Context: an optimization exercise on an open-source flow, tuned for small area, a short achievable clock period and few clock cycles per item. The choices shown serve that exercise and are no tape-out recipe. In this exercise RTL edits were held to simulation tests only and were not proved equivalent to the original. Power and IR drop assume default switching activity.

[flow/config.mk]
export PLATFORM = sky130hd
export DESIGN_NAME = pyjamask96
export DESIGN_NICKNAME = pyjamask96
export VERILOG_FILES = /design/flow/design.v
export SDC_FILE = /design/flow/constraint.sdc
export NUM_CORES = 4
export LEC_CHECK = 0
export CAP_MARGIN = 20
export CORE_MARGIN = 2
export CORE_UTILIZATION = 40
export PLACE_DENSITY = 0.6
export SETUP_SLACK_MARGIN = 5
export SLEW_MARGIN = 20
[flow/constraint.sdc]
create_clock -name core_clock -period 8.0 [get_ports {clk}]
set_input_delay 1.6000 -clock core_clock [delete_from_list [all_inputs] [get_ports {clk}]]
set_output_delay 1.6000 -clock core_clock [all_outputs]
set_load 0.01 [all_outputs]
[flow/design.v]
`timescale 1ns/1ps
module pyjamask96(
    input clk,
    input reset_n,
    input load,
    input start,
    input [7:0] byte_in,
    input [7:0] byte_key_in,
    output reg valid,
    output reg [7:0] byte_out
    );
    reg         ph_ld, ph_run, ph_rot;
    reg         loading;
    reg         started;
    reg [3:0]   cnt;
    reg [95:0]  state;
    reg [127:0] key;     
    wire [31:0] x1 = state[95:64], x2 = state[63:32], x0 = state[31:0];
    wire [31:0] k0 = key[127:96], k1 = key[95:64], k2 = key[63:32], k3 = key[31:0];
    wire [31:0] sb0 = x1 ^ (x0 & x2);
    wire [31:0] sb1 = x2 ^ (x0 | x1);
    wire [31:0] sb2 = ~(x0 ^ (x1 & ~x2));
    wire [31:0] mr0, mr1, mr2;
    wire [31:0] ka = k0 ^ k1, kb = k2 ^ k3;
    wire [31:0] kx0 = k1 ^ kb;
    wire [31:0] kmk;
    wire [31:0] kx1 = k0 ^ kb, kx2 = k3 ^ ka, kx3 = k2 ^ ka;
    wire [31:0] nk0 = kmk ^ {24'h0, 4'h8, cnt};
    wire [31:0] nk1 = {kx1[7:0],  kx1[31:8]}  ^ 32'h00006a00;
    wire [31:0] nk2 = {kx2[14:0], kx2[31:15]} ^ 32'h003f0000;
    wire [31:0] nk3 = {kx3[17:0], kx3[31:18]} ^ 32'h24000000;
    wire [31:0] m0_f1;
    assign m0_f1[0] = sb0[0] ^ sb0[5];
    assign m0_f1[1] = sb0[1] ^ sb0[6];
    assign m0_f1[2] = sb0[2] ^ sb0[7];
    assign m0_f1[3] = sb0[3] ^ sb0[8];
    assign m0_f1[4] = sb0[4] ^ sb0[9];
    assign m0_f1[5] = sb0[5] ^ sb0[10];
    assign m0_f1[6] = sb0[6] ^ sb0[11];
    assign m0_f1[7] = sb0[7] ^ sb0[12];
    assign m0_f1[8] = sb0[8] ^ sb0[13];
    assign m0_f1[9] = sb0[9] ^ sb0[14];
    assign m0_f1[10] = sb0[10] ^ sb0[15];
    assign m0_f1[11] = sb0[11] ^ sb0[16];
    assign m0_f1[12] = sb0[12] ^ sb0[17];
    assign m0_f1[13] = sb0[13] ^ sb0[18];
    assign m0_f1[14] = sb0[14] ^ sb0[19];
    assign m0_f1[15] = sb0[15] ^ sb0[20];
    assign m0_f1[16] = sb0[16] ^ sb0[21];
    assign m0_f1[17] = sb0[17] ^ sb0[22];
    assign m0_f1[18] = sb0[18] ^ sb0[23];
    assign m0_f1[19] = sb0[19] ^ sb0[24];
    assign m0_f1[20] = sb0[20] ^ sb0[25];
    assign m0_f1[21] = sb0[21] ^ sb0[26];
    assign m0_f1[22] = sb0[22] ^ sb0[27];
    assign m0_f1[23] = sb0[23] ^ sb0[28];
    assign m0_f1[24] = sb0[24] ^ sb0[29];
    assign m0_f1[25] = sb0[25] ^ sb0[30];
    assign m0_f1[26] = sb0[26] ^ sb0[31];
    assign m0_f1[27] = sb0[27] ^ sb0[0];
    assign m0_f1[28] = sb0[28] ^ sb0[1];
    assign m0_f1[29] = sb0[29] ^ sb0[2];
    assign m0_f1[30] = sb0[30] ^ sb0[3];
    assign m0_f1[31] = sb0[31] ^ sb0[4];
    wire [31:0] m0_f2;
    assign m0_f2[0] = sb0[0] ^ m0_f1[8];
    assign m0_f2[1] = sb0[1] ^ m0_f1[9];
    assign m0_f2[2] = sb0[2] ^ m0_f1[10];
    assign m0_f2[3] = sb0[3] ^ m0_f1[11];
    assign m0_f2[4] = sb0[4] ^ m0_f1[12];
    assign m0_f2[5] = sb0[5] ^ m0_f1[13];
    assign m0_f2[6] = sb0[6] ^ m0_f1[14];
    assign m0_f2[7] = sb0[7] ^ m0_f1[15];
    assign m0_f2[8] = sb0[8] ^ m0_f1[16];
    assign m0_f2[9] = sb0[9] ^ m0_f1[17];
    assign m0_f2[10] = sb0[10] ^ m0_f1[18];
    assign m0_f2[11] = sb0[11] ^ m0_f1[19];
    assign m0_f2[12] = sb0[12] ^ m0_f1[20];
    assign m0_f2[13] = sb0[13] ^ m0_f1[21];
    assign m0_f2[14] = sb0[14] ^ m0_f1[22];
    assign m0_f2[15] = sb0[15] ^ m0_f1[23];
    assign m0_f2[16] = sb0[16] ^ m0_f1[24];
    assign m0_f2[17] = sb0[17] ^ m0_f1[25];
    assign m0_f2[18] = sb0[18] ^ m0_f1[26];
    assign m0_f2[19] = sb0[19] ^ m0_f1[27];
    assign m0_f2[20] = sb0[20] ^ m0_f1[28];
    assign m0_f2[21] = sb0[21] ^ m0_f1[29];
    assign m0_f2[22] = sb0[22] ^ m0_f1[30];
    assign m0_f2[23] = sb0[23] ^ m0_f1[31];
    assign m0_f2[24] = sb0[24] ^ m0_f1[0];
    assign m0_f2[25] = sb0[25] ^ m0_f1[1];
    assign m0_f2[26] = sb0[26] ^ m0_f1[2];
    assign m0_f2[27] = sb0[27] ^ m0_f1[3];
    assign m0_f2[28] = sb0[28] ^ m0_f1[4];
    assign m0_f2[29] = sb0[29] ^ m0_f1[5];
    assign m0_f2[30] = sb0[30] ^ m0_f1[6];
    assign m0_f2[31] = sb0[31] ^ m0_f1[7];
    assign mr0[0] = m0_f1[2] ^ m0_f1[24] ^ sb0[31] ^ m0_f2[0] ^ m0_f2[6];
    assign mr0[1] = m0_f1[3] ^ m0_f1[25] ^ sb0[0] ^ m0_f2[1] ^ m0_f2[7];
    assign mr0[2] = m0_f1[4] ^ m0_f1[26] ^ sb0[1] ^ m0_f2[2] ^ m0_f2[8];
    assign mr0[3] = m0_f1[5] ^ m0_f1[27] ^ sb0[2] ^ m0_f2[3] ^ m0_f2[9];
    assign mr0[4] = m0_f1[6] ^ m0_f1[28] ^ sb0[3] ^ m0_f2[4] ^ m0_f2[10];
    assign mr0[5] = m0_f1[7] ^ m0_f1[29] ^ sb0[4] ^ m0_f2[5] ^ m0_f2[11];
    assign mr0[6] = m0_f1[8] ^ m0_f1[30] ^ sb0[5] ^ m0_f2[6] ^ m0_f2[12];
    assign mr0[7] = m0_f1[9] ^ m0_f1[31] ^ sb0[6] ^ m0_f2[7] ^ m0_f2[13];
    assign mr0[8] = m0_f1[10] ^ m0_f1[0] ^ sb0[7] ^ m0_f2[8] ^ m0_f2[14];
    assign mr0[9] = m0_f1[11] ^ m0_f1[1] ^ sb0[8] ^ m0_f2[9] ^ m0_f2[15];
    assign mr0[10] = m0_f1[12] ^ m0_f1[2] ^ sb0[9] ^ m0_f2[10] ^ m0_f2[16];
    assign mr0[11] = m0_f1[13] ^ m0_f1[3] ^ sb0[10] ^ m0_f2[11] ^ m0_f2[17];
    assign mr0[12] = m0_f1[14] ^ m0_f1[4] ^ sb0[11] ^ m0_f2[12] ^ m0_f2[18];
    assign mr0[13] = m0_f1[15] ^ m0_f1[5] ^ sb0[12] ^ m0_f2[13] ^ m0_f2[19];
    assign mr0[14] = m0_f1[16] ^ m0_f1[6] ^ sb0[13] ^ m0_f2[14] ^ m0_f2[20];
    assign mr0[15] = m0_f1[17] ^ m0_f1[7] ^ sb0[14] ^ m0_f2[15] ^ m0_f2[21];
    assign mr0[16] = m0_f1[18] ^ m0_f1[8] ^ sb0[15] ^ m0_f2[16] ^ m0_f2[22];
    assign mr0[17] = m0_f1[19] ^ m0_f1[9] ^ sb0[16] ^ m0_f2[17] ^ m0_f2[23];
    assign mr0[18] = m0_f1[20] ^ m0_f1[10] ^ sb0[17] ^ m0_f2[18] ^ m0_f2[24];
    assign mr0[19] = m0_f1[21] ^ m0_f1[11] ^ sb0[18] ^ m0_f2[19] ^ m0_f2[25];
    assign mr0[20] = m0_f1[22] ^ m0_f1[12] ^ sb0[19] ^ m0_f2[20] ^ m0_f2[26];
    assign mr0[21] = m0_f1[23] ^ m0_f1[13] ^ sb0[20] ^ m0_f2[21] ^ m0_f2[27];
    assign mr0[22] = m0_f1[24] ^ m0_f1[14] ^ sb0[21] ^ m0_f2[22] ^ m0_f2[28];
    assign mr0[23] = m0_f1[25] ^ m0_f1[15] ^ sb0[22] ^ m0_f2[23] ^ m0_f2[29];
    assign mr0[24] = m0_f1[26] ^ m0_f1[16] ^ sb0[23] ^ m0_f2[24] ^ m0_f2[30];
    assign mr0[25] = m0_f1[27] ^ m0_f1[17] ^ sb0[24] ^ m0_f2[25] ^ m0_f2[31];
    assign mr0[26] = m0_f1[28] ^ m0_f1[18] ^ sb0[25] ^ m0_f2[26] ^ m0_f2[0];
    assign mr0[27] = m0_f1[29] ^ m0_f1[19] ^ sb0[26] ^ m0_f2[27] ^ m0_f2[1];
    assign mr0[28] = m0_f1[30] ^ m0_f1[20] ^ sb0[27] ^ m0_f2[28] ^ m0_f2[2];
    assign mr0[29] = m0_f1[31] ^ m0_f1[21] ^ sb0[28] ^ m0_f2[29] ^ m0_f2[3];
    assign mr0[30] = m0_f1[0] ^ m0_f1[22] ^ sb0[29] ^ m0_f2[30] ^ m0_f2[4];
    assign mr0[31] = m0_f1[1] ^ m0_f1[23] ^ sb0[30] ^ m0_f2[31] ^ m0_f2[5];
    wire [31:0] m1_f1;
    assign m1_f1[0] = sb1[0] ^ sb1[13];
    assign m1_f1[1] = sb1[1] ^ sb1[14];
    assign m1_f1[2] = sb1[2] ^ sb1[15];
    assign m1_f1[3] = sb1[3] ^ sb1[16];
    assign m1_f1[4] = sb1[4] ^ sb1[17];
    assign m1_f1[5] = sb1[5] ^ sb1[18];
    assign m1_f1[6] = sb1[6] ^ sb1[19];
    assign m1_f1[7] = sb1[7] ^ sb1[20];
    assign m1_f1[8] = sb1[8] ^ sb1[21];
    assign m1_f1[9] = sb1[9] ^ sb1[22];
    assign m1_f1[10] = sb1[10] ^ sb1[23];
    assign m1_f1[11] = sb1[11] ^ sb1[24];
    assign m1_f1[12] = sb1[12] ^ sb1[25];
    assign m1_f1[13] = sb1[13] ^ sb1[26];
    assign m1_f1[14] = sb1[14] ^ sb1[27];
    assign m1_f1[15] = sb1[15] ^ sb1[28];
    assign m1_f1[16] = sb1[16] ^ sb1[29];
    assign m1_f1[17] = sb1[17] ^ sb1[30];
    assign m1_f1[18] = sb1[18] ^ sb1[31];
    assign m1_f1[19] = sb1[19] ^ sb1[0];
    assign m1_f1[20] = sb1[20] ^ sb1[1];
    assign m1_f1[21] = sb1[21] ^ sb1[2];
    assign m1_f1[22] = sb1[22] ^ sb1[3];
    assign m1_f1[23] = sb1[23] ^ sb1[4];
    assign m1_f1[24] = sb1[24] ^ sb1[5];
    assign m1_f1[25] = sb1[25] ^ sb1[6];
    assign m1_f1[26] = sb1[26] ^ sb1[7];
    assign m1_f1[27] = sb1[27] ^ sb1[8];
    assign m1_f1[28] = sb1[28] ^ sb1[9];
    assign m1_f1[29] = sb1[29] ^ sb1[10];
    assign m1_f1[30] = sb1[30] ^ sb1[11];
    assign m1_f1[31] = sb1[31] ^ sb1[12];
    wire [31:0] m1_f2;
    assign m1_f2[0] = sb1[0] ^ m1_f1[17];
    assign m1_f2[1] = sb1[1] ^ m1_f1[18];
    assign m1_f2[2] = sb1[2] ^ m1_f1[19];
    assign m1_f2[3] = sb1[3] ^ m1_f1[20];
    assign m1_f2[4] = sb1[4] ^ m1_f1[21];
    assign m1_f2[5] = sb1[5] ^ m1_f1[22];
    assign m1_f2[6] = sb1[6] ^ m1_f1[23];
    assign m1_f2[7] = sb1[7] ^ m1_f1[24];
    assign m1_f2[8] = sb1[8] ^ m1_f1[25];
    assign m1_f2[9] = sb1[9] ^ m1_f1[26];
    assign m1_f2[10] = sb1[10] ^ m1_f1[27];
    assign m1_f2[11] = sb1[11] ^ m1_f1[28];
    assign m1_f2[12] = sb1[12] ^ m1_f1[29];
    assign m1_f2[13] = sb1[13] ^ m1_f1[30];
    assign m1_f2[14] = sb1[14] ^ m1_f1[31];
    assign m1_f2[15] = sb1[15] ^ m1_f1[0];
    assign m1_f2[16] = sb1[16] ^ m1_f1[1];
    assign m1_f2[17] = sb1[17] ^ m1_f1[2];
    assign m1_f2[18] = sb1[18] ^ m1_f1[3];
    assign m1_f2[19] = sb1[19] ^ m1_f1[4];
    assign m1_f2[20] = sb1[20] ^ m1_f1[5];
    assign m1_f2[21] = sb1[21] ^ m1_f1[6];
    assign m1_f2[22] = sb1[22] ^ m1_f1[7];
    assign m1_f2[23] = sb1[23] ^ m1_f1[8];
    assign m1_f2[24] = sb1[24] ^ m1_f1[9];
    assign m1_f2[25] = sb1[25] ^ m1_f1[10];
    assign m1_f2[26] = sb1[26] ^ m1_f1[11];
    assign m1_f2[27] = sb1[27] ^ m1_f1[12];
    assign m1_f2[28] = sb1[28] ^ m1_f1[13];
    assign m1_f2[29] = sb1[29] ^ m1_f1[14];
    assign m1_f2[30] = sb1[30] ^ m1_f1[15];
    assign m1_f2[31] = sb1[31] ^ m1_f1[16];
    wire [31:0] m1_f3;
    assign m1_f3[0] = m1_f2[0] ^ m1_f2[8];
    assign m1_f3[1] = m1_f2[1] ^ m1_f2[9];
    assign m1_f3[2] = m1_f2[2] ^ m1_f2[10];
    assign m1_f3[3] = m1_f2[3] ^ m1_f2[11];
    assign m1_f3[4] = m1_f2[4] ^ m1_f2[12];
    assign m1_f3[5] = m1_f2[5] ^ m1_f2[13];
    assign m1_f3[6] = m1_f2[6] ^ m1_f2[14];
    assign m1_f3[7] = m1_f2[7] ^ m1_f2[15];
    assign m1_f3[8] = m1_f2[8] ^ m1_f2[16];
    assign m1_f3[9] = m1_f2[9] ^ m1_f2[17];
    assign m1_f3[10] = m1_f2[10] ^ m1_f2[18];
    assign m1_f3[11] = m1_f2[11] ^ m1_f2[19];
    assign m1_f3[12] = m1_f2[12] ^ m1_f2[20];
    assign m1_f3[13] = m1_f2[13] ^ m1_f2[21];
    assign m1_f3[14] = m1_f2[14] ^ m1_f2[22];
    assign m1_f3[15] = m1_f2[15] ^ m1_f2[23];
    assign m1_f3[16] = m1_f2[16] ^ m1_f2[24];
    assign m1_f3[17] = m1_f2[17] ^ m1_f2[25];
    assign m1_f3[18] = m1_f2[18] ^ m1_f2[26];
    assign m1_f3[19] = m1_f2[19] ^ m1_f2[27];
    assign m1_f3[20] = m1_f2[20] ^ m1_f2[28];
    assign m1_f3[21] = m1_f2[21] ^ m1_f2[29];
    assign m1_f3[22] = m1_f2[22] ^ m1_f2[30];
    assign m1_f3[23] = m1_f2[23] ^ m1_f2[31];
    assign m1_f3[24] = m1_f2[24] ^ m1_f2[0];
    assign m1_f3[25] = m1_f2[25] ^ m1_f2[1];
    assign m1_f3[26] = m1_f2[26] ^ m1_f2[2];
    assign m1_f3[27] = m1_f2[27] ^ m1_f2[3];
    assign m1_f3[28] = m1_f2[28] ^ m1_f2[4];
    assign m1_f3[29] = m1_f2[29] ^ m1_f2[5];
    assign m1_f3[30] = m1_f2[30] ^ m1_f2[6];
    assign m1_f3[31] = m1_f2[31] ^ m1_f2[7];
    assign mr1[0] = m1_f1[6] ^ m1_f2[1] ^ m1_f3[9];
    assign mr1[1] = m1_f1[7] ^ m1_f2[2] ^ m1_f3[10];
    assign mr1[2] = m1_f1[8] ^ m1_f2[3] ^ m1_f3[11];
    assign mr1[3] = m1_f1[9] ^ m1_f2[4] ^ m1_f3[12];
    assign mr1[4] = m1_f1[10] ^ m1_f2[5] ^ m1_f3[13];
    assign mr1[5] = m1_f1[11] ^ m1_f2[6] ^ m1_f3[14];
    assign mr1[6] = m1_f1[12] ^ m1_f2[7] ^ m1_f3[15];
    assign mr1[7] = m1_f1[13] ^ m1_f2[8] ^ m1_f3[16];
    assign mr1[8] = m1_f1[14] ^ m1_f2[9] ^ m1_f3[17];
    assign mr1[9] = m1_f1[15] ^ m1_f2[10] ^ m1_f3[18];
    assign mr1[10] = m1_f1[16] ^ m1_f2[11] ^ m1_f3[19];
    assign mr1[11] = m1_f1[17] ^ m1_f2[12] ^ m1_f3[20];
    assign mr1[12] = m1_f1[18] ^ m1_f2[13] ^ m1_f3[21];
    assign mr1[13] = m1_f1[19] ^ m1_f2[14] ^ m1_f3[22];
    assign mr1[14] = m1_f1[20] ^ m1_f2[15] ^ m1_f3[23];
    assign mr1[15] = m1_f1[21] ^ m1_f2[16] ^ m1_f3[24];
    assign mr1[16] = m1_f1[22] ^ m1_f2[17] ^ m1_f3[25];
    assign mr1[17] = m1_f1[23] ^ m1_f2[18] ^ m1_f3[26];
    assign mr1[18] = m1_f1[24] ^ m1_f2[19] ^ m1_f3[27];
    assign mr1[19] = m1_f1[25] ^ m1_f2[20] ^ m1_f3[28];
    assign mr1[20] = m1_f1[26] ^ m1_f2[21] ^ m1_f3[29];
    assign mr1[21] = m1_f1[27] ^ m1_f2[22] ^ m1_f3[30];
    assign mr1[22] = m1_f1[28] ^ m1_f2[23] ^ m1_f3[31];
    assign mr1[23] = m1_f1[29] ^ m1_f2[24] ^ m1_f3[0];
    assign mr1[24] = m1_f1[30] ^ m1_f2[25] ^ m1_f3[1];
    assign mr1[25] = m1_f1[31] ^ m1_f2[26] ^ m1_f3[2];
    assign mr1[26] = m1_f1[0] ^ m1_f2[27] ^ m1_f3[3];
    assign mr1[27] = m1_f1[1] ^ m1_f2[28] ^ m1_f3[4];
    assign mr1[28] = m1_f1[2] ^ m1_f2[29] ^ m1_f3[5];
    assign mr1[29] = m1_f1[3] ^ m1_f2[30] ^ m1_f3[6];
    assign mr1[30] = m1_f1[4] ^ m1_f2[31] ^ m1_f3[7];
    assign mr1[31] = m1_f1[5] ^ m1_f2[0] ^ m1_f3[8];
    wire [31:0] m2_f1;
    assign m2_f1[0] = sb2[0] ^ sb2[2];
    assign m2_f1[1] = sb2[1] ^ sb2[3];
    assign m2_f1[2] = sb2[2] ^ sb2[4];
    assign m2_f1[3] = sb2[3] ^ sb2[5];
    assign m2_f1[4] = sb2[4] ^ sb2[6];
    assign m2_f1[5] = sb2[5] ^ sb2[7];
    assign m2_f1[6] = sb2[6] ^ sb2[8];
    assign m2_f1[7] = sb2[7] ^ sb2[9];
    assign m2_f1[8] = sb2[8] ^ sb2[10];
    assign m2_f1[9] = sb2[9] ^ sb2[11];
    assign m2_f1[10] = sb2[10] ^ sb2[12];
    assign m2_f1[11] = sb2[11] ^ sb2[13];
    assign m2_f1[12] = sb2[12] ^ sb2[14];
    assign m2_f1[13] = sb2[13] ^ sb2[15];
    assign m2_f1[14] = sb2[14] ^ sb2[16];
    assign m2_f1[15] = sb2[15] ^ sb2[17];
    assign m2_f1[16] = sb2[16] ^ sb2[18];
    assign m2_f1[17] = sb2[17] ^ sb2[19];
    assign m2_f1[18] = sb2[18] ^ sb2[20];
    assign m2_f1[19] = sb2[19] ^ sb2[21];
    assign m2_f1[20] = sb2[20] ^ sb2[22];
    assign m2_f1[21] = sb2[21] ^ sb2[23];
    assign m2_f1[22] = sb2[22] ^ sb2[24];
    assign m2_f1[23] = sb2[23] ^ sb2[25];
    assign m2_f1[24] = sb2[24] ^ sb2[26];
    assign m2_f1[25] = sb2[25] ^ sb2[27];
    assign m2_f1[26] = sb2[26] ^ sb2[28];
    assign m2_f1[27] = sb2[27] ^ sb2[29];
    assign m2_f1[28] = sb2[28] ^ sb2[30];
    assign m2_f1[29] = sb2[29] ^ sb2[31];
    assign m2_f1[30] = sb2[30] ^ sb2[0];
    assign m2_f1[31] = sb2[31] ^ sb2[1];
    wire [31:0] m2_f2;
    assign m2_f2[0] = sb2[0] ^ m2_f1[9];
    assign m2_f2[1] = sb2[1] ^ m2_f1[10];
    assign m2_f2[2] = sb2[2] ^ m2_f1[11];
    assign m2_f2[3] = sb2[3] ^ m2_f1[12];
    assign m2_f2[4] = sb2[4] ^ m2_f1[13];
    assign m2_f2[5] = sb2[5] ^ m2_f1[14];
    assign m2_f2[6] = sb2[6] ^ m2_f1[15];
    assign m2_f2[7] = sb2[7] ^ m2_f1[16];
    assign m2_f2[8] = sb2[8] ^ m2_f1[17];
    assign m2_f2[9] = sb2[9] ^ m2_f1[18];
    assign m2_f2[10] = sb2[10] ^ m2_f1[19];
    assign m2_f2[11] = sb2[11] ^ m2_f1[20];
    assign m2_f2[12] = sb2[12] ^ m2_f1[21];
    assign m2_f2[13] = sb2[13] ^ m2_f1[22];
    assign m2_f2[14] = sb2[14] ^ m2_f1[23];
    assign m2_f2[15] = sb2[15] ^ m2_f1[24];
    assign m2_f2[16] = sb2[16] ^ m2_f1[25];
    assign m2_f2[17] = sb2[17] ^ m2_f1[26];
    assign m2_f2[18] = sb2[18] ^ m2_f1[27];
    assign m2_f2[19] = sb2[19] ^ m2_f1[28];
    assign m2_f2[20] = sb2[20] ^ m2_f1[29];
    assign m2_f2[21] = sb2[21] ^ m2_f1[30];
    assign m2_f2[22] = sb2[22] ^ m2_f1[31];
    assign m2_f2[23] = sb2[23] ^ m2_f1[0];
    assign m2_f2[24] = sb2[24] ^ m2_f1[1];
    assign m2_f2[25] = sb2[25] ^ m2_f1[2];
    assign m2_f2[26] = sb2[26] ^ m2_f1[3];
    assign m2_f2[27] = sb2[27] ^ m2_f1[4];
    assign m2_f2[28] = sb2[28] ^ m2_f1[5];
    assign m2_f2[29] = sb2[29] ^ m2_f1[6];
    assign m2_f2[30] = sb2[30] ^ m2_f1[7];
    assign m2_f2[31] = sb2[31] ^ m2_f1[8];
    wire [31:0] m2_f3;
    assign m2_f3[0] = m2_f2[0] ^ m2_f2[6];
    assign m2_f3[1] = m2_f2[1] ^ m2_f2[7];
    assign m2_f3[2] = m2_f2[2] ^ m2_f2[8];
    assign m2_f3[3] = m2_f2[3] ^ m2_f2[9];
    assign m2_f3[4] = m2_f2[4] ^ m2_f2[10];
    assign m2_f3[5] = m2_f2[5] ^ m2_f2[11];
    assign m2_f3[6] = m2_f2[6] ^ m2_f2[12];
    assign m2_f3[7] = m2_f2[7] ^ m2_f2[13];
    assign m2_f3[8] = m2_f2[8] ^ m2_f2[14];
    assign m2_f3[9] = m2_f2[9] ^ m2_f2[15];
    assign m2_f3[10] = m2_f2[10] ^ m2_f2[16];
    assign m2_f3[11] = m2_f2[11] ^ m2_f2[17];
    assign m2_f3[12] = m2_f2[12] ^ m2_f2[18];
    assign m2_f3[13] = m2_f2[13] ^ m2_f2[19];
    assign m2_f3[14] = m2_f2[14] ^ m2_f2[20];
    assign m2_f3[15] = m2_f2[15] ^ m2_f2[21];
    assign m2_f3[16] = m2_f2[16] ^ m2_f2[22];
    assign m2_f3[17] = m2_f2[17] ^ m2_f2[23];
    assign m2_f3[18] = m2_f2[18] ^ m2_f2[24];
    assign m2_f3[19] = m2_f2[19] ^ m2_f2[25];
    assign m2_f3[20] = m2_f2[20] ^ m2_f2[26];
    assign m2_f3[21] = m2_f2[21] ^ m2_f2[27];
    assign m2_f3[22] = m2_f2[22] ^ m2_f2[28];
    assign m2_f3[23] = m2_f2[23] ^ m2_f2[29];
    assign m2_f3[24] = m2_f2[24] ^ m2_f2[30];
    assign m2_f3[25] = m2_f2[25] ^ m2_f2[31];
    assign m2_f3[26] = m2_f2[26] ^ m2_f2[0];
    assign m2_f3[27] = m2_f2[27] ^ m2_f2[1];
    assign m2_f3[28] = m2_f2[28] ^ m2_f2[2];
    assign m2_f3[29] = m2_f2[29] ^ m2_f2[3];
    assign m2_f3[30] = m2_f2[30] ^ m2_f2[4];
    assign m2_f3[31] = m2_f2[31] ^ m2_f2[5];
    assign mr2[0] = m2_f1[17] ^ m2_f1[2] ^ m2_f2[1] ^ m2_f3[7];
    assign mr2[1] = m2_f1[18] ^ m2_f1[3] ^ m2_f2[2] ^ m2_f3[8];
    assign mr2[2] = m2_f1[19] ^ m2_f1[4] ^ m2_f2[3] ^ m2_f3[9];
    assign mr2[3] = m2_f1[20] ^ m2_f1[5] ^ m2_f2[4] ^ m2_f3[10];
    assign mr2[4] = m2_f1[21] ^ m2_f1[6] ^ m2_f2[5] ^ m2_f3[11];
    assign mr2[5] = m2_f1[22] ^ m2_f1[7] ^ m2_f2[6] ^ m2_f3[12];
    assign mr2[6] = m2_f1[23] ^ m2_f1[8] ^ m2_f2[7] ^ m2_f3[13];
    assign mr2[7] = m2_f1[24] ^ m2_f1[9] ^ m2_f2[8] ^ m2_f3[14];
    assign mr2[8] = m2_f1[25] ^ m2_f1[10] ^ m2_f2[9] ^ m2_f3[15];
    assign mr2[9] = m2_f1[26] ^ m2_f1[11] ^ m2_f2[10] ^ m2_f3[16];
    assign mr2[10] = m2_f1[27] ^ m2_f1[12] ^ m2_f2[11] ^ m2_f3[17];
    assign mr2[11] = m2_f1[28] ^ m2_f1[13] ^ m2_f2[12] ^ m2_f3[18];
    assign mr2[12] = m2_f1[29] ^ m2_f1[14] ^ m2_f2[13] ^ m2_f3[19];
    assign mr2[13] = m2_f1[30] ^ m2_f1[15] ^ m2_f2[14] ^ m2_f3[20];
    assign mr2[14] = m2_f1[31] ^ m2_f1[16] ^ m2_f2[15] ^ m2_f3[21];
    assign mr2[15] = m2_f1[0] ^ m2_f1[17] ^ m2_f2[16] ^ m2_f3[22];
    assign mr2[16] = m2_f1[1] ^ m2_f1[18] ^ m2_f2[17] ^ m2_f3[23];
    assign mr2[17] = m2_f1[2] ^ m2_f1[19] ^ m2_f2[18] ^ m2_f3[24];
    assign mr2[18] = m2_f1[3] ^ m2_f1[20] ^ m2_f2[19] ^ m2_f3[25];
    assign mr2[19] = m2_f1[4] ^ m2_f1[21] ^ m2_f2[20] ^ m2_f3[26];
    assign mr2[20] = m2_f1[5] ^ m2_f1[22] ^ m2_f2[21] ^ m2_f3[27];
    assign mr2[21] = m2_f1[6] ^ m2_f1[23] ^ m2_f2[22] ^ m2_f3[28];
    assign mr2[22] = m2_f1[7] ^ m2_f1[24] ^ m2_f2[23] ^ m2_f3[29];
    assign mr2[23] = m2_f1[8] ^ m2_f1[25] ^ m2_f2[24] ^ m2_f3[30];
    assign mr2[24] = m2_f1[9] ^ m2_f1[26] ^ m2_f2[25] ^ m2_f3[31];
    assign mr2[25] = m2_f1[10] ^ m2_f1[27] ^ m2_f2[26] ^ m2_f3[0];
    assign mr2[26] = m2_f1[11] ^ m2_f1[28] ^ m2_f2[27] ^ m2_f3[1];
    assign mr2[27] = m2_f1[12] ^ m2_f1[29] ^ m2_f2[28] ^ m2_f3[2];
    assign mr2[28] = m2_f1[13] ^ m2_f1[30] ^ m2_f2[29] ^ m2_f3[3];
    assign mr2[29] = m2_f1[14] ^ m2_f1[31] ^ m2_f2[30] ^ m2_f3[4];
    assign mr2[30] = m2_f1[15] ^ m2_f1[0] ^ m2_f2[31] ^ m2_f3[5];
    assign mr2[31] = m2_f1[16] ^ m2_f1[1] ^ m2_f2[0] ^ m2_f3[6];
    wire [31:0] mk_f1;
    assign mk_f1[0] = kx0[0] ^ kx0[2];
    assign mk_f1[1] = kx0[1] ^ kx0[3];
    assign mk_f1[2] = kx0[2] ^ kx0[4];
    assign mk_f1[3] = kx0[3] ^ kx0[5];
    assign mk_f1[4] = kx0[4] ^ kx0[6];
    assign mk_f1[5] = kx0[5] ^ kx0[7];
    assign mk_f1[6] = kx0[6] ^ kx0[8];
    assign mk_f1[7] = kx0[7] ^ kx0[9];
    assign mk_f1[8] = kx0[8] ^ kx0[10];
    assign mk_f1[9] = kx0[9] ^ kx0[11];
    assign mk_f1[10] = kx0[10] ^ kx0[12];
    assign mk_f1[11] = kx0[11] ^ kx0[13];
    assign mk_f1[12] = kx0[12] ^ kx0[14];
    assign mk_f1[13] = kx0[13] ^ kx0[15];
    assign mk_f1[14] = kx0[14] ^ kx0[16];
    assign mk_f1[15] = kx0[15] ^ kx0[17];
    assign mk_f1[16] = kx0[16] ^ kx0[18];
    assign mk_f1[17] = kx0[17] ^ kx0[19];
    assign mk_f1[18] = kx0[18] ^ kx0[20];
    assign mk_f1[19] = kx0[19] ^ kx0[21];
    assign mk_f1[20] = kx0[20] ^ kx0[22];
    assign mk_f1[21] = kx0[21] ^ kx0[23];
    assign mk_f1[22] = kx0[22] ^ kx0[24];
    assign mk_f1[23] = kx0[23] ^ kx0[25];
    assign mk_f1[24] = kx0[24] ^ kx0[26];
    assign mk_f1[25] = kx0[25] ^ kx0[27];
    assign mk_f1[26] = kx0[26] ^ kx0[28];
    assign mk_f1[27] = kx0[27] ^ kx0[29];
    assign mk_f1[28] = kx0[28] ^ kx0[30];
    assign mk_f1[29] = kx0[29] ^ kx0[31];
    assign mk_f1[30] = kx0[30] ^ kx0[0];
    assign mk_f1[31] = kx0[31] ^ kx0[1];
    wire [31:0] mk_f2;
    assign mk_f2[0] = kx0[0] ^ kx0[11];
    assign mk_f2[1] = kx0[1] ^ kx0[12];
    assign mk_f2[2] = kx0[2] ^ kx0[13];
    assign mk_f2[3] = kx0[3] ^ kx0[14];
    assign mk_f2[4] = kx0[4] ^ kx0[15];
    assign mk_f2[5] = kx0[5] ^ kx0[16];
    assign mk_f2[6] = kx0[6] ^ kx0[17];
    assign mk_f2[7] = kx0[7] ^ kx0[18];
    assign mk_f2[8] = kx0[8] ^ kx0[19];
    assign mk_f2[9] = kx0[9] ^ kx0[20];
    assign mk_f2[10] = kx0[10] ^ kx0[21];
    assign mk_f2[11] = kx0[11] ^ kx0[22];
    assign mk_f2[12] = kx0[12] ^ kx0[23];
    assign mk_f2[13] = kx0[13] ^ kx0[24];
    assign mk_f2[14] = kx0[14] ^ kx0[25];
    assign mk_f2[15] = kx0[15] ^ kx0[26];
    assign mk_f2[16] = kx0[16] ^ kx0[27];
    assign mk_f2[17] = kx0[17] ^ kx0[28];
    assign mk_f2[18] = kx0[18] ^ kx0[29];
    assign mk_f2[19] = kx0[19] ^ kx0[30];
    assign mk_f2[20] = kx0[20] ^ kx0[31];
    assign mk_f2[21] = kx0[21] ^ kx0[0];
    assign mk_f2[22] = kx0[22] ^ kx0[1];
    assign mk_f2[23] = kx0[23] ^ kx0[2];
    assign mk_f2[24] = kx0[24] ^ kx0[3];
    assign mk_f2[25] = kx0[25] ^ kx0[4];
    assign mk_f2[26] = kx0[26] ^ kx0[5];
    assign mk_f2[27] = kx0[27] ^ kx0[6];
    assign mk_f2[28] = kx0[28] ^ kx0[7];
    assign mk_f2[29] = kx0[29] ^ kx0[8];
    assign mk_f2[30] = kx0[30] ^ kx0[9];
    assign mk_f2[31] = kx0[31] ^ kx0[10];
    wire [31:0] mk_f3;
    assign mk_f3[0] = mk_f1[0] ^ mk_f2[8];
    assign mk_f3[1] = mk_f1[1] ^ mk_f2[9];
    assign mk_f3[2] = mk_f1[2] ^ mk_f2[10];
    assign mk_f3[3] = mk_f1[3] ^ mk_f2[11];
    assign mk_f3[4] = mk_f1[4] ^ mk_f2[12];
    assign mk_f3[5] = mk_f1[5] ^ mk_f2[13];
    assign mk_f3[6] = mk_f1[6] ^ mk_f2[14];
    assign mk_f3[7] = mk_f1[7] ^ mk_f2[15];
    assign mk_f3[8] = mk_f1[8] ^ mk_f2[16];
    assign mk_f3[9] = mk_f1[9] ^ mk_f2[17];
    assign mk_f3[10] = mk_f1[10] ^ mk_f2[18];
    assign mk_f3[11] = mk_f1[11] ^ mk_f2[19];
    assign mk_f3[12] = mk_f1[12] ^ mk_f2[20];
    assign mk_f3[13] = mk_f1[13] ^ mk_f2[21];
    assign mk_f3[14] = mk_f1[14] ^ mk_f2[22];
    assign mk_f3[15] = mk_f1[15] ^ mk_f2[23];
    assign mk_f3[16] = mk_f1[16] ^ mk_f2[24];
    assign mk_f3[17] = mk_f1[17] ^ mk_f2[25];
    assign mk_f3[18] = mk_f1[18] ^ mk_f2[26];
    assign mk_f3[19] = mk_f1[19] ^ mk_f2[27];
    assign mk_f3[20] = mk_f1[20] ^ mk_f2[28];
    assign mk_f3[21] = mk_f1[21] ^ mk_f2[29];
    assign mk_f3[22] = mk_f1[22] ^ mk_f2[30];
    assign mk_f3[23] = mk_f1[23] ^ mk_f2[31];
    assign mk_f3[24] = mk_f1[24] ^ mk_f2[0];
    assign mk_f3[25] = mk_f1[25] ^ mk_f2[1];
    assign mk_f3[26] = mk_f1[26] ^ mk_f2[2];
    assign mk_f3[27] = mk_f1[27] ^ mk_f2[3];
    assign mk_f3[28] = mk_f1[28] ^ mk_f2[4];
    assign mk_f3[29] = mk_f1[29] ^ mk_f2[5];
    assign mk_f3[30] = mk_f1[30] ^ mk_f2[6];
    assign mk_f3[31] = mk_f1[31] ^ mk_f2[7];
    assign kmk[0] = kx0[20] ^ mk_f1[23] ^ mk_f3[0] ^ mk_f3[16] ^ mk_f3[28];
    assign kmk[1] = kx0[21] ^ mk_f1[24] ^ mk_f3[1] ^ mk_f3[17] ^ mk_f3[29];
    assign kmk[2] = kx0[22] ^ mk_f1[25] ^ mk_f3[2] ^ mk_f3[18] ^ mk_f3[30];
    assign kmk[3] = kx0[23] ^ mk_f1[26] ^ mk_f3[3] ^ mk_f3[19] ^ mk_f3[31];
    assign kmk[4] = kx0[24] ^ mk_f1[27] ^ mk_f3[4] ^ mk_f3[20] ^ mk_f3[0];
    assign kmk[5] = kx0[25] ^ mk_f1[28] ^ mk_f3[5] ^ mk_f3[21] ^ mk_f3[1];
    assign kmk[6] = kx0[26] ^ mk_f1[29] ^ mk_f3[6] ^ mk_f3[22] ^ mk_f3[2];
    assign kmk[7] = kx0[27] ^ mk_f1[30] ^ mk_f3[7] ^ mk_f3[23] ^ mk_f3[3];
    assign kmk[8] = kx0[28] ^ mk_f1[31] ^ mk_f3[8] ^ mk_f3[24] ^ mk_f3[4];
    assign kmk[9] = kx0[29] ^ mk_f1[0] ^ mk_f3[9] ^ mk_f3[25] ^ mk_f3[5];
    assign kmk[10] = kx0[30] ^ mk_f1[1] ^ mk_f3[10] ^ mk_f3[26] ^ mk_f3[6];
    assign kmk[11] = kx0[31] ^ mk_f1[2] ^ mk_f3[11] ^ mk_f3[27] ^ mk_f3[7];
    assign kmk[12] = kx0[0] ^ mk_f1[3] ^ mk_f3[12] ^ mk_f3[28] ^ mk_f3[8];
    assign kmk[13] = kx0[1] ^ mk_f1[4] ^ mk_f3[13] ^ mk_f3[29] ^ mk_f3[9];
    assign kmk[14] = kx0[2] ^ mk_f1[5] ^ mk_f3[14] ^ mk_f3[30] ^ mk_f3[10];
    assign kmk[15] = kx0[3] ^ mk_f1[6] ^ mk_f3[15] ^ mk_f3[31] ^ mk_f3[11];
    assign kmk[16] = kx0[4] ^ mk_f1[7] ^ mk_f3[16] ^ mk_f3[0] ^ mk_f3[12];
    assign kmk[17] = kx0[5] ^ mk_f1[8] ^ mk_f3[17] ^ mk_f3[1] ^ mk_f3[13];
    assign kmk[18] = kx0[6] ^ mk_f1[9] ^ mk_f3[18] ^ mk_f3[2] ^ mk_f3[14];
    assign kmk[19] = kx0[7] ^ mk_f1[10] ^ mk_f3[19] ^ mk_f3[3] ^ mk_f3[15];
    assign kmk[20] = kx0[8] ^ mk_f1[11] ^ mk_f3[20] ^ mk_f3[4] ^ mk_f3[16];
    assign kmk[21] = kx0[9] ^ mk_f1[12] ^ mk_f3[21] ^ mk_f3[5] ^ mk_f3[17];
    assign kmk[22] = kx0[10] ^ mk_f1[13] ^ mk_f3[22] ^ mk_f3[6] ^ mk_f3[18];
    assign kmk[23] = kx0[11] ^ mk_f1[14] ^ mk_f3[23] ^ mk_f3[7] ^ mk_f3[19];
    assign kmk[24] = kx0[12] ^ mk_f1[15] ^ mk_f3[24] ^ mk_f3[8] ^ mk_f3[20];
    assign kmk[25] = kx0[13] ^ mk_f1[16] ^ mk_f3[25] ^ mk_f3[9] ^ mk_f3[21];
    assign kmk[26] = kx0[14] ^ mk_f1[17] ^ mk_f3[26] ^ mk_f3[10] ^ mk_f3[22];
    assign kmk[27] = kx0[15] ^ mk_f1[18] ^ mk_f3[27] ^ mk_f3[11] ^ mk_f3[23];
    assign kmk[28] = kx0[16] ^ mk_f1[19] ^ mk_f3[28] ^ mk_f3[12] ^ mk_f3[24];
    assign kmk[29] = kx0[17] ^ mk_f1[20] ^ mk_f3[29] ^ mk_f3[13] ^ mk_f3[25];
    assign kmk[30] = kx0[18] ^ mk_f1[21] ^ mk_f3[30] ^ mk_f3[14] ^ mk_f3[26];
    assign kmk[31] = kx0[19] ^ mk_f1[22] ^ mk_f3[31] ^ mk_f3[15] ^ mk_f3[27];
    always @(posedge clk or negedge reset_n) begin
        if (!reset_n) begin
            ph_ld   <= 1'b1;
            ph_run  <= 1'b0;
            ph_rot  <= 1'b0;
            loading <= 1'b0;
            started <= 1'b0;
            valid   <= 1'b0;
            cnt     <= 4'd0;
        end else begin
            if (ph_ld) begin
                if (!loading) begin
                    started <= 1'b0;
                    if (load) begin
                        loading <= 1'b1;
                        cnt     <= 4'd1;
                    end
                end else begin
                    cnt <= cnt + 4'd1;
                    if (cnt == 4'd15) begin
                        loading <= 1'b0;
                        ph_ld   <= 1'b0;
                        ph_run  <= 1'b1;
                    end
                end
            end
            if (ph_run) begin
                cnt <= cnt + 4'd1;
                if (start) started <= 1'b1;
                if (cnt == 4'd13) begin
                    cnt    <= 4'd0;
                    ph_run <= 1'b0;
                    ph_rot <= 1'b1;
                    if (start | started) valid <= 1'b1;
                end
            end
            if (ph_rot) begin
                cnt <= (cnt == 4'd11) ? 4'd0 : cnt + 4'd1;
                if (start) started <= 1'b1;
                if (cnt == 4'd11) begin
                    if (valid) begin
                        valid  <= 1'b0;
                        ph_rot <= 1'b0;
                        ph_ld  <= 1'b1;
                    end else if (start | started) begin
                        valid  <= 1'b1;
                    end
                end
            end
        end
    end
    wire [7:0] low_in = (loading & cnt[3] & cnt[2]) ? state[95:88] : (byte_in ^ byte_key_in);
    always @(posedge clk) begin
        if (ph_ld)
            state <= {state[87:0], low_in};
        else if (ph_run)
            state <= {mr1 ^ nk1, mr2 ^ nk2, mr0 ^ nk0};
        else
            state <= {state[7:0], state[95:8]};
    end
    always @(posedge clk) begin
        if (ph_ld)
            key <= {key[119:0], byte_key_in};
        else
            key <= {nk0, nk1, nk2, nk3};
    end
    always @(*) byte_out = state[39:32];
endmodule
[flow/flow/run.sh]
#!/bin/bash
set -euo pipefail
bash standard.sh SETUP_SLACK_MARGIN=5.4 finish > orfs_make.log 2>&1
[flow/standard.sh]
#!/bin/bash
# synth_recipe.tcl (not shown) runs the flow's synth.tcl, then flattens the netlist and writes it again
# the make line also repeats each setting of config.mk as NAME=value (left out here)
make -C /OpenROAD-flow-scripts/flow DESIGN_CONFIG=/design/flow/config.mk WORK_HOME=/design/flow/orfs CLKGATE_MAP_FILE= SYNTH_SCRIPT=/design/flow/synth_recipe.tcl "${@:-finish}"
==> results.txt, run 1 <==
Overall Global Routing Usage=0.308; Switch Pwr=0.566 mW; status=finished clean; cts bufs inserted=27; number of buffers added on ports=28; Comb power frac=0.010; first drt pass iteration count=6; Post-synth EDFFs=0; Primary FF master, synth=dfxtp_1; largest net degree at the start of global routing=102; core area=51400 µm²; std cell rows=83; Vias=16800; drt first-iter violations=1923; Netlist Area Pre-Place=20800 µm²; clk slew on worst S/H paths=0.06 ns; Max Clock Skew=0.0252 ns; hold buffers post-CTS=0; Fill cells=4266; number of global-route vias before repair=15500; Detailed Place HPWL=63800 µm; Area Overhead vs Synth=36.2%; wirelength, routed=87600 µm; CP endpoint kind=flop; synth top area cells=xnor3_1 24%, xnor2_1 23%, dfxtp_1 22%; RSZ-0062 raised after global routing=true; sequential share of power=0.476; first-pass GRT wire length=117000 µm; CP startpoint kind=flop; total power draw=2.42 mW; Boundary Pins=29; DR DRC count=0; Sequential Area=5010 µm²; sequential share of the synthesized area=0.228; Int Power=1.85 mW; Layout Nets=2266; WL/cell=29.8 µm; Max-Cap Viols=0; Starting Density=0.405; Mean Syn Cell Area=10.4 µm²; Tcrit/Tclk final=0.351; Worst Tran Pin Value=1.10 ns; WP data required=8.47 ns; Max rail drop VDD=0.154 mV; ys async rst share=0.0427; CTS tree=built; Synthesis Warnings=1; Die Area=53900 µm²; switching share of power=0.234; H-tree Lvls=1; fraction of layout cells with a size suffix above 1=0.368; Die Width=232 µm; Clock Power Share=0.514; Slew HR=0.265; Setup-failing EPs final=0; Hold Vio Cnt, Final=0; total negative slack=0 ns; Lkg Pwr=12.2 nW; clock root buffer=clkbuf_16; area of the multi-input gates=19100 µm²; post-synthesis cell type count=42; hold crit path type=reg2reg; Clock Sinks=234; post-synth top area share=0.238; FMAX=0.357 GHz; synthesis-stage register bit count=234; Die Ht=232 µm; Period minus WS final=2.80 ns; Synth area leader=xnor3_1; worst path arrival time=3.27 ns; CP Class=reg2reg; buffers from clock root to sink, at most=3; final hold slack=0.464 ns; Pins Over Slew Limit=0; Post-Syn Nets=2022; clock latency (worst-skew pair)=0.59 ns; CP Max Fanout=4; Synth Instances=2000; initial antenna violation count=1; pwr/cell area=85.3 nW/µm²; Placer Congestion=1.01; Routed Antenna Nets=0; GRT Residual Overflow=0; vias per inst=5.69
## critical path: stages (launching register included)
cell,delay (ns)
dfxtp_4,0.40
xnor3_2,0.58
xnor2_4,0.28
xnor3_2,0.53
xnor2_4,0.34
xnor2_4,0.19
xnor2_1,0.11
a31o_2,0.24
## metal layers
layer  routed length (µm)  vias up  share of wire  GRT usage
met3                 9230      267           0.11     0.0443
li1                     -     7101              -          -
met1                33800     8284           0.39      0.427
met5                    0        -              0          0
met4                 6840        0          0.078      0.183
met2                37800     1100           0.43      0.457
## sequential cells by signal, summed over array words and instances, names as in the netlist
name	count
cnt	4
key	128
loading	1
ph_ld	1
ph_rot	1
ph_run	1
started	1
state	96
valid	1
## power groups by stage
| stage | combinational (mW) | clock (mW) | sequential [mW] |
|---|---|---|---|
| 3_3_place_gp | 0.0229 | 0 | 1.19 |
| 4_1_cts | 0.0235 | 1.24 | 1.16 |
| 3_5_place_dp | 0.0229 | 0 | 1.19 |
| 2_1_floorplan | 0.00463 | 0 | 1.19 |
| 6_report | 0.0248 | 1.24 | 1.15 |
| 5_1_grt | 0.0247 | 1.29 | 1.15 |
## placed cells by master (no fill, tap or decap), types with 11 or more instances in the layout
cell / n
xnor2_4: 61
a211oi_1: 21
nand2_1: 231
clkdlybuf4s50_1: 19
dfxtp_2: 91
clkbuf_16: 27
xnor2_1: 343
xor2_1: 138
dfxtp_1: 93
xnor2_2: 145
o21ai_0: 159
buf_4: 234
dfxtp_4: 40
mux2_2: 11
a22oi_1: 21
a21oi_1: 26
nor2b_1: 11
mux2i_1: 29
xnor3_2: 56
xor2_4: 44
xnor3_1: 167
nor2b_4: 13
buf_12: 12
buf_6: 24
nor2_1: 73
xor2_2: 27
a21o_1: 26
## per-stage QoR
stage	cells	setup slack, ns	util	area, µm²
floorplan	2000	5.41	-	20800
global placement	2656	4.54	0.424	21800
detailed placement	2656	4.56	0.424	21800
CTS	2818	5.14	0.505	26000
global route	2944	5.16	0.551	28300
finish	2945	5.20	0.551	28300
## logic make-up after synthesis
family / synth area share
AOI/OAI and AO/OA: 0.0783
xor gates and xnor gates: 0.584
adders and majority gates: 0.00120
buffers and inverters: 0.0168
DFF: 0.228
muxes: 0.0204
and+or+nand+nor: 0.0713
## worst paths after layout
| check | from | endpoint | slack [ns] | depth (start not counted) |
|---|---|---|---|---|
| max reg2reg | key[0] | state[13] | 5.20 | 7 |
| max | key[0] | state[13] | 5.20 | 7 |
| min reg2reg | key[77] | key[85] | 0.46 | 2 |
| min in group asynchronous | reset_n | ph_rot | 1.33 | 1 |
| min | key[77] | key[85] | 0.46 | 2 |
| max in group asynchronous | reset_n | ph_run | 6.30 | 1 |
## layout make-up
class                           instances  area share
Sequential cell                       234       0.177
Timing Repair Buffer                  290      0.0869
Multi-Input combinational cell       1681       0.675
Clock inverter                          7     0.00194
Clock buffer                           42      0.0283
Timing Repair inverter                  1    0.000177
Inverter                                9     0.00132
Antenna cell                            1   0.0000883
Tap cell                              680      0.0300
## synth_stat cells (3+ instances only)
library cell / count
nand3_1: 5
a21oi_1: 26
a21boi_0: 3
mux2_2: 12
dfrtp_1: 9
xnor2_1: 539
clkbuf_1: 63
inv_1: 9
and3_1: 10
buf_4: 8
mux2i_1: 29
buf_1: 5
dfxtp_1: 224
a31oi_1: 3
o21ai_0: 164
nor2b_1: 34
nor2_1: 73
xnor3_2: 4
xor2_1: 207
xnor2_2: 9
a21o_1: 26
xnor3_1: 220
a22oi_1: 21
xor3_1: 14
a211oi_1: 30
nand2_1: 233
## what timing repair did
| action | in CTS | in global routing |
|---|---|---|
| cloned | 0 | 1 |
| pin swaps | 111 | 143 |
| gates resized for setup | 426 | 289 |
| buffers inserted | 113 | 125 |
| endpoints found under the setup margin | 137 | 113 |
Testbench counts, summed over its fixed seeds: cycles 8,064, blocks 192.
==> run 2: changes to the inputs <==
==> flow/flow/run.sh (replaced) <==
#!/bin/bash
set -euo pipefail
bash standard.sh SETUP_SLACK_MARGIN=5.7 finish > orfs_make.log 2>&1
==> results.txt, run 2 <==
status=finished clean; hold crit path type=reg2reg; Max-Cap Viols=0; Synthesis Warnings=1; Primary FF master, synth=dfxtp_1; Die Ht=232 µm; CP Max Fanout=2; Placer Congestion=1.01; Post-Syn Nets=2022; first-pass GRT wire length=134000 µm; top post-synthesis cells by count=539 x xnor2_1, 233 x nand2_1, 224 x dfxtp_1; Max rail drop VDD=0.171 mV; non-filler cells in the finished layout=3220; total negative slack=0 ns; max incr delay on CP=0.73 ns; Lkg Pwr=15.1 nW; post-synthesis cell type count=42; Mean Syn Cell Area=10.4 µm²; H-tree Lvls=1; Worst Tran Pin Value=1.13 ns; Synth Instances=2000; CP startpoint kind=input pin; number of global-route vias before repair=18000; Worst path slowest cell=xnor2_1; initial antenna violation count=2; max reg flops=128; dpl cells=2641; vias per inst=6.01; fraction of layout cells with a size suffix above 1=0.558; XOR/XNOR Fraction of Synth Area=0.584; Comb power frac=0.010; Period minus WS final=3.03 ns; Detailed Place HPWL=63100 µm; synthesis-stage register bit count=234; commonest non-fill, non-tap cell in the layout=buf_4; Clock Sinks=234; area share of fa/ha/maj cells after synthesis=0.00120; Pins Over Slew Limit=0; first drt pass iteration count=8; post-synth top area share=0.238; GRT Residual Overflow=0; final worst slack=4.97 ns; Slew HR=0.246; switching share of power=0.239; RSZ-0062 raised after global routing=true; biggest regs=key (128), state (96), cnt (4); wirelength, routed=108000 µm; CP Class=in2reg; number of buffers added on ports=28; CP endpoint kind=flop; WL/cell=33.4 µm; Setup-failing EPs final=0; sequential share of power=0.434; core area=51400 µm²; drt first-iter violations=2609; Tcrit/Tclk final=0.379; complex-gate fraction of the synthesized area=0.0783; worst path arrival time=3.46 ns; cell with the most instances after synthesis=xnor2_1; multiplexer share of the synthesized area=0.0204; Area Overhead vs Synth=66.2%; Worst Hold Depth=2; Overall Global Routing Usage=0.352; Post-DP Area=22100 µm²; sequential share of the synthesized area=0.228; Boundary Pins=29; worst path cell trace=clkdlybuf4s50_1 > xnor2_1 > o21ai_0 > a22oi_1 > o21ai_0; Die Width=232 µm; buffers from clock root to sink, at most=3; most frequent cells in the layout=336 x buf_4, 231 x xnor2_1, 222 x nand2_1; Hold Vio Cnt, Final=0; cts bufs inserted=29; R2R depth=7; Routed Antenna Nets=0; Max Clock Skew=0.0248 ns; pwr/cell area=75.7 nW/µm²; largest family of logic cells by synthesized area=XOR/XNOR gates; Biggest register=key; FMAX=0.330 GHz; std cell rows=83; Netlist Area Pre-Place=20800 µm²; synth top area cells=xnor3_1 24%, xnor2_1 23%, dfxtp_1 22%; DP Worst Slack=4.74 ns; critical path's most frequent cell=o21ai_0; final hold slack=0.473 ns; WP data required=8.43 ns; Fill cells=3139; Synth area leader=xnor3_1; Starting Density=0.405; ys async rst share=0.0427; largest net degree at the start of global routing=117; fin area=34600 µm²; Clock Power Share=0.557; Simple-Gate Fraction of Synth Area=0.0713; clock latency (worst-skew pair)=0.61 ns; Int Power=1.99 mW; CTS tree=built; Vias=19400; Layout Nets=2538; Die Area=53900 µm²; clock root buffer=clkbuf_16; Post-synth EDFFs=0; DR DRC count=0; Switch Pwr=0.626 mW; clk slew on worst S/H paths=0.07 ns
run 2: cell count changes in the layout (fill, tap and decap cells not counted), sizes merged:
cell,previous run,this run
bufinv,0,3
inv,9,14
clkbuf,42,39
clkinv,4,5
clkdlybuf4s50,19,18
buf,271,541
clkinvlp,4,2
dlymetal6s2s,0,1
bufbuf,0,1
run 2: logic make-up after synthesis:
logic type | count (synthesis)
mux | 41
fa+ha+maj | 2
simple gates | 360
xor+xnor | 997
compound gates | 281
buf+inv | 85
flops | 234
run 2: timing repair:
item / CTS / global route
cloned: 1 / 0
hold buffers: 0 / 0
buffers inserted: 359 / 164
resized for setup: 988 / 322
endpoints found under the setup margin: 139 / 141
pin swaps: 300 / 231
run 2: critical path, delay by kind of cell:
family          cells  cell delay (ns)
compound gates      3             0.69
xor+xnor            1             0.73
buf+inv             1             0.45
run 2: path summary, 6_finish.rpt:
path | startpoint | end | slack, ns
worst min register to register | key[76] | key[84] | 0.47
worst min-delay path | key[76] | key[84] | 0.47
worst max register to register | key[76] | state[19] | 5.15
min in group asynchronous | reset_n | ph_run | 1.33
max in group asynchronous | reset_n | ph_run | 6.30
worst max-delay path | byte_key_in[6] | state[6] | 4.97
run 2: routing by layer:
metal | global-route usage | vias to the layer above | part of all wire
met5 | 0 | - | 0.00023
met4 | 0.260 | 4 | 0.11
met3 | 0.0778 | 612 | 0.14
met2 | 0.530 | 1683 | 0.42
met1 | 0.445 | 9436 | 0.34
li1 | - | 7628 | -
run 2: stage by stage:
step                 util  power, mW
finish              0.673       2.62
global route        0.673       2.66
CTS                 0.614       2.59
detailed placement  0.430       1.21
global placement    0.429       1.21
floorplan               -       1.20
run 2: cell type report:
cell class,count,area [µm²],area share
multi-input cells,1681,21900,0.632
repair buffers,561,5630,0.163
flip-flops and latches,234,5180,0.150
well taps,680,851,0.0246
clock buffers,39,845,0.0244
clock inverters,15,189,0.00546
inverters,9,33.8,0.000977
diodes,1,2.50,0.0000723
run 2: power by group through the flow:
stage	clock network [mW]	registers (mW)	logic, mW
CTS	1.43	1.14	0.0229
global route	1.50	1.14	0.0254
global placement	0	1.19	0.0221
detailed placement	0	1.19	0.0223
floorplan	0	1.19	0.00463
finish	1.46	1.14	0.0253
==> run 3: changes to the inputs <==
==> flow/run.sh (new file) <==
#!/bin/bash
# synth_recipe.tcl (not shown) runs the flow's synth.tcl, then flattens the netlist and writes it again
# the make line also repeats each setting of config.mk as NAME=value (left out here)
make -C /OpenROAD-flow-scripts/flow DESIGN_CONFIG=/design/flow/config.mk WORK_HOME=/design/flow/orfs CLKGATE_MAP_FILE= SYNTH_SCRIPT=/design/flow/synth_recipe.tcl finish
removed: flow/flow/run.sh
removed: flow/standard.sh
==> results.txt, run 3 <==
status=finished clean; final hold slack=0.486 ns; Comb power frac=0.009; Slew HR=0.141; Hold Vio Cnt, Final=0; max reg flops=128; sequential share of power=0.482; commonest non-fill, non-tap cell in the layout=xnor2_1; Layout Nets=2043; Max-Cap Viols=0; pwr/cell area=102 nW/µm²; switching share of power=0.227; wirelength, routed=79100 µm; FMAX=0.326 GHz; clk slew on worst S/H paths=0.06 ns; CP Max Fanout=5; synth top area cells=xnor3_1 24%, xnor2_1 23%, dfxtp_1 22%; Die Width=232 µm; Max rail drop VDD=0.150 mV; CTS tree=built; non-filler cells in the finished layout=2722; Detailed Place HPWL=63800 µm; Biggest register=key; number of buffers added on ports=28; std cell rows=83; Pins Over Slew Limit=0; Synth Instances=2000; Vias=15100; post-synthesis cell type count=42; biggest regs=key (128), state (96), cnt (4); hold crit path type=reg2reg; Synth area leader=xnor3_1; Fill cells=4840; first drt pass iteration count=7; Setup-failing EPs final=0; buffers from clock root to sink, at most=3; fraction of layout cells with a size suffix above 1=0.120; largest net degree at the start of global routing=102; Primary FF master, synth=dfxtp_1; worst path arrival time=3.48 ns; CP startpoint kind=flop; Mean Syn Cell Area=10.4 µm²; Clock Sinks=234; Post-synth EDFFs=0; Switch Pwr=0.549 mW; Routed Antenna Nets=0; total negative slack=0 ns; clock latency (worst-skew pair)=0.59 ns; top post-synthesis cells by count=539 x xnor2_1, 233 x nand2_1, 224 x dfxtp_1; Boundary Pins=29; CP endpoint kind=flop; Post-Syn Nets=2022; Int Power=1.87 mW; H-tree Lvls=1; Synthesis Warnings=1; Period minus WS final=3.07 ns; most frequent cells in the layout=471 x xnor2_1, 233 x nand2_1, 215 x dfxtp_1; synthesis-stage register bit count=234; cell with the most instances after synthesis=xnor2_1; Netlist Area Pre-Place=20800 µm²; R2R depth=7; cts bufs inserted=27; post-synth top area share=0.238; DR DRC count=0; RSZ-0062 raised after global routing=true; core area=51400 µm²; CP Class=reg2reg; ys async rst share=0.0427; Worst Tran Pin Value=1.29 ns; Die Ht=232 µm; Worst Hold Depth=2; Tcrit/Tclk final=0.383; clock root buffer=clkbuf_16; Overall Global Routing Usage=0.292; WP data required=8.41 ns; Clock Power Share=0.508; vias per inst=5.53; Starting Density=0.405; hold buffers post-CTS=0; initial antenna violation count=1; sequential share of the synthesized area=0.228; Lkg Pwr=10.2 nW; number of global-route vias before repair=14500; Max Clock Skew=0.0213 ns; WL/cell=29.0 µm; dpl cells=2656; Placer Congestion=1.01; first-pass GRT wire length=110000 µm; drt first-iter violations=1710; Area Overhead vs Synth=14.2%; Die Area=53900 µm²; GRT Residual Overflow=0
run 3: power groups by stage:
stage / combinational, mW / clock (mW) / sequential (mW)
2_1_floorplan: 0.00463 / 0 / 1.19
3_3_place_gp: 0.0229 / 0 / 1.19
3_5_place_dp: 0.0229 / 0 / 1.19
4_1_cts: 0.0230 / 1.24 / 1.16
5_1_grt: 0.0236 / 1.29 / 1.16
6_report: 0.0228 / 1.23 / 1.16
run 3: kinds of logic after synthesis:
group                    count (synthesis)  synth area share
multiplexers                            41            0.0204
AO/OA/AOI/OAI                          281            0.0783
flip-flops                             234             0.228
XOR/XNOR                               997             0.584
buffers and inverters                   85            0.0168
adder cells (fa/ha/maj)                  2           0.00120
AND/OR/NAND/NOR                        360            0.0713
run 3: layout make-up:
type                    instances  area (µm²)  area share
flip-flops and latches        234        4760       0.200
diodes                          1        2.50    0.000105
clock buffers                  42         802      0.0337
repair buffers                 68         607      0.0255
well taps                     680         851      0.0358
multi-input cells            1681       16600       0.701
inverters                       9        33.8     0.00142
clock inverters                 7        55.1     0.00232
run 3: worst paths after layout:
check	startpoint	end	slack, ns
min reg2reg	key[77]	key[85]	0.49
max reg2reg	key[12]	state[28]	4.93
max in group asynchronous	reset_n	ph_run	6.31
min	key[77]	key[85]	0.49
max	key[12]	state[28]	4.93
min in group asynchronous	reset_n	ph_rot	1.33
run 3: worst max-delay path: stages, from the launching register on:
cell and delay, ns:
dfxtp_1 0.40, xnor3_1 0.63, xor2_1 0.50, xnor2_1 0.24
xnor2_1 0.22, xnor2_1 0.64, xnor2_1 0.18, o21ai_0 0.09
run 3: routing by layer:
layer  wire length, µm  vias to the layer above  global-route usage
li1                  -                     6645                   -
met5                 0                        -                   0
met4              4760                        0               0.149
met3              7140                      145              0.0345
met1             33300                     7484               0.415
met2             33800                      781               0.436
run 3: repair_timing:
action | CTS | global route
endpoints found under the setup margin | 67 | 59
buffers inserted | 6 | 10
pin swaps | 6 | 9
gates resized for setup | 75 | 81
gates cloned | 0 | 0
run 3: metrics by stage:
step | power [mW] | util | instance area, µm² | setup WS, ns
4_1_cts | 2.43 | 0.449 | 23100 | 4.78
5_1_grt | 2.48 | 0.462 | 23800 | 4.95
3_5_place_dp | 1.21 | 0.424 | 21800 | 4.56
3_3_place_gp | 1.21 | 0.424 | 21800 | 4.54
6_report | 2.41 | 0.462 | 23800 | 4.93
2_1_floorplan | 1.20 | - | 20800 | 5.41

## static timing again, ports no longer ideal
Ports are ideal in the flow. The routed layouts listed here were re-timed in OpenROAD. Step 1, drivers: a clkbuf_16 drives clk and a buf_2 each remaining input, both assumed. Step 2 times the ports against the registers' clock, not the clock port: input delays grow and output delays shrink by t, the midpoint of the rising clock arrivals with the driver on. a / b / c = no drivers / after step 1 / after step 2; a / b = the first two.
run | t, ns | setup WS [ns] | worst hold slack (ns) | worst data-port slew with drivers (ns)
run 1 | 0.627 | 5.195 / 5.195 / 4.661 | 0.464 / 0.464 / 0.464 | 0.04
run 2 | 0.649 | 4.970 / 4.983 / 4.334 | 0.473 / 0.473 / 0.473 | 0.05
run 3 | 0.626 | 4.932 / 4.932 / 4.701 | 0.486 / 0.486 / 0.486 | 0.04
After both steps setup and hold are still met in every run listed. The setup slack of run 2, which loses most, moves by +0.013 ns with the drivers and by -0.636 ns with both steps.
